This is an optimization exercise on Yosys and OpenROAD, whose aim is small area, a short achievable clock period and few clock cycles per item, not a production implementation.

Setup of main:
## cordic
module cordic(
    input wire [31:0]   angle,
    input wire [1:0]    opt,
    input wire          enable,
    input wire          reset,
    input wire          clk,
    output wire signed [31:0] sin_out,
    output wire signed [31:0] cos_out,
    output wire               done
);
    localparam [17:0] K  = 18'd39797;
    localparam [17:0] NK = -18'd39797;
    function [15:0] atan_table;
        input [3:0] n;
        case (n)
            4'd2:  atan_table = 16'd16055;
            4'd3:  atan_table = 16'd8145;
            4'd4:  atan_table = 16'd4090;
            4'd5:  atan_table = 16'd2045;
            4'd6:  atan_table = 16'd1023;
            4'd7:  atan_table = 16'd512;
            4'd8:  atan_table = 16'd256;
            4'd9:  atan_table = 16'd128;
            4'd10: atan_table = 16'd64;
            4'd11: atan_table = 16'd32;
            4'd12: atan_table = 16'd16;
            4'd13: atan_table = 16'd8;
            4'd14: atan_table = 16'd4;
            default: atan_table = 16'd2;
        endcase
    endfunction
  ...
==> flow/config.mk <==
export PLATFORM = sky130hd
export DESIGN_NAME = cordic
export DESIGN_NICKNAME = cordic
export VERILOG_FILES = /design/flow/design.v
export SDC_FILE = /design/flow/constraint.sdc
export NUM_CORES = 4
export LEC_CHECK = 0
export ABC_AREA = 1
export CAP_MARGIN = 20
export CORE_MARGIN = 2
export CORE_UTILIZATION = 40
export CTS_BUF_LIST = sky130_fd_sc_hd__clkbuf_8
export CTS_CLUSTER_SIZE = 24
export SETUP_SLACK_MARGIN = 3.5
export SLEW_MARGIN = 20
==> flow/constraint.sdc <==
create_clock -name core_clock -period 7.0 [get_ports {clk}]
set_input_delay 1.4000 -clock core_clock [delete_from_list [all_inputs] [get_ports {clk}]]
set_output_delay 1.4000 -clock core_clock [all_outputs]
set_load 0.01 [all_outputs]
standard.sh (not shown) runs the stock make flow with config.mk's settings and CLKGATE_MAP_FILE= SYNTH_SCRIPT=/design/flow/synth_recipe.tcl, a recipe that flattens the netlist after the stock synthesis.
==> flow/flow/run.sh <==
#!/bin/bash
# The standard layout (standard.sh) with extra ORFS settings: port buffers
# made from sky130_fd_sc_hd__buf_1. ORFS writes each step's log under orfs/logs;
# make's own output goes to make.log.
set -euo pipefail
bash standard.sh 'BUFFER_PORTS_ARGS=-buffer_cell sky130_fd_sc_hd__buf_1' finish > make.log 2>&1
What the feature branch does differently from main at the input level:
--- a/flow/design.v
+++ b/flow/design.v
@@ -26,28 +26,30 @@
             4'd12: atan_table = 16'd16;
             4'd13: atan_table = 16'd8;
             4'd14: atan_table = 16'd4;
             default: atan_table = 16'd2;
         endcase
     endfunction
     reg signed [17:0] x, y;
     reg [15:0] z;
-    reg [4:0]  n;                
+    reg [4:0]  m;                
+    reg [3:0]  sa, sb;           
     reg        dx, dyn, dz;      
     reg        sat_r, neg_r;     
     reg        sin_en, cos_en;   
-    wire done_r = n[4];
+    wire done_r = m[4];
     wire run    = enable & ~done_r;
-    wire first  = (n[3:0] == 4'd0);
-    wire st1    = (n[3:0] == 4'd1);
-    wire signed [17:0] yi = y ^ {18{dx}};
-    wire signed [17:0] xi = x ^ {18{dyn}};
-    wire [17:0] ys = yi >>> n[3:0];
-    wire [17:0] xs = xi >>> n[3:0];
+    wire first  = (m[3:0] == 4'd15);
+    wire st1    = (m[3:0] == 4'd14);
+    wire last   = (m[3:0] == 4'd0);
+    wire [17:0] yi = y ^ {18{dx}};
+    wire [17:0] xi = x ^ {18{dyn}};
+    wire [17:0] ys = $signed(yi) >>> sa;
+    wire [17:0] xs = $signed(xi) >>> ~sb;
     wire [17:0] x_nx, y_nx;
     wire [15:0] z_nx;
     wire        ax_m = dx;
     wire [17:0] ax_b = ys;
     wire [17:0] ax_p = x ^ ax_b;
     wire [17:0] ax_g = x & ax_b;
     wire ax_c0 = ax_g[0] | (ax_p[0] & ax_m);
     wire ax_G0 = ax_g[17] | (ax_p[17] & ax_g[16]);
@@ -263,17 +265,17 @@
     always @* begin
         case ({neg_r, dz})
             2'b01:   zc01 = -16'd16321;    
             2'b00:   zc01 = -16'd21087;
             2'b11:   zc01 =  16'd21087;
             default: zc01 =  16'd16321;    
         endcase
     end
-    wire [15:0] z_b = st1 ? zc01 : atan_table(n[3:0]);
+    wire [15:0] z_b = st1 ? zc01 : atan_table(~m[3:0]);
     wire        az_m = dz & ~st1;
     wire [15:0] az_b = z_b ^ {16{az_m}};
     wire [15:0] az_p = z ^ az_b;
     wire [15:0] az_g = z & az_b;
     wire az_c0 = az_g[0] | (az_p[0] & az_m);
     wire az_G0 = az_g[15] | (az_p[15] & az_g[14]);
     wire az_P0 = az_p[15] & az_p[14];
     wire az_G1 = az_g[14] | (az_p[14] & az_g[13]);
@@ -369,26 +371,28 @@
         neg_r  <= angle[31];
         sin_en <= ~opt[0];
         cos_en <= ~(opt[1] & opt[0]);
         if (run) begin
             z   <= first ? angle[15:0] : z_nx;
             dx  <= d_nx;
             dyn <= ~d_nx;
             dz  <= d_nx;
+            sa  <= first ? 4'd1 : sa + 4'd1;
+            sb  <= first ? 4'he : ~(sa + 4'd1);
         end
     end
     always @(posedge clk or posedge reset) begin
         if (reset) begin
             x  <= K;
             y  <= 18'd0;
-            n  <= 5'd0;
+            m  <= 5'd15;
         end else if (run) begin
-            if (!first) x <= x_nx;
+            if (!first) x <= (last & ~cos_en) ? 18'd0 : x_nx;
             y  <= first ? (angle[31] ? NK : K) :
-                  y_nx;
-            n  <= n + 5'd1;
+                  (last & ~sin_en) ? 18'd0 : y_nx;
+            m  <= m - 5'd1;
         end
     end
     assign done    = done_r;
-    assign sin_out = {{14{y[17]}}, y} & {32{sin_en}};
-    assign cos_out = {{14{x[17]}}, x} & {32{cos_en}};
+    assign sin_out = {{14{y[17]}}, y};
+    assign cos_out = {{14{x[17]}}, x};
 endmodule
## What came out
Delta (the feature branch minus main): sequential share of the synthesized area grew by 3.0 points, share of synthesized cell area in and, or, nand and nor gates lost 3.4 points.
Compared to main, the feature branch has number of global-route vias before repair 230 lower.
Comparing main and the feature branch, the lower post-route worst setup slack was measured on main.
Between the feature branch and main, the mux share of post-synthesis cell area figures differ only marginally.
No run of this note included a check of the RTL's function; only the layout flow was run.

## static timing again, ports no longer ideal
Ports are ideal in the flow. The routed layouts listed here were re-timed in OpenROAD. Step 1, drivers: a clkbuf_16 drives clk and a buf_2 each remaining input, both assumed. Step 2, shift: input delay + t, output delay - t, t = (earliest + latest rising clock arrival at the registers) / 2. This alone moves slack from input paths to output paths. a / b / c = ideal / step 1 / step 2; a / b = the first two.
| run | shift t [ns] | setup slack, ns | slew at the worst register clock pin (ns) |
|---|---|---|---|
| main | 0.408 | 3.655 / 3.655 / 3.530 | 0.08 / 0.08 |
| the feature branch | 0.416 | 3.664 / 3.664 / 3.341 | 0.09 / 0.09 |
After both steps setup and hold are still met in every run listed. The setup slack of the feature branch, which loses most, moves by 0.000 ns with the drivers and by -0.323 ns with both steps.
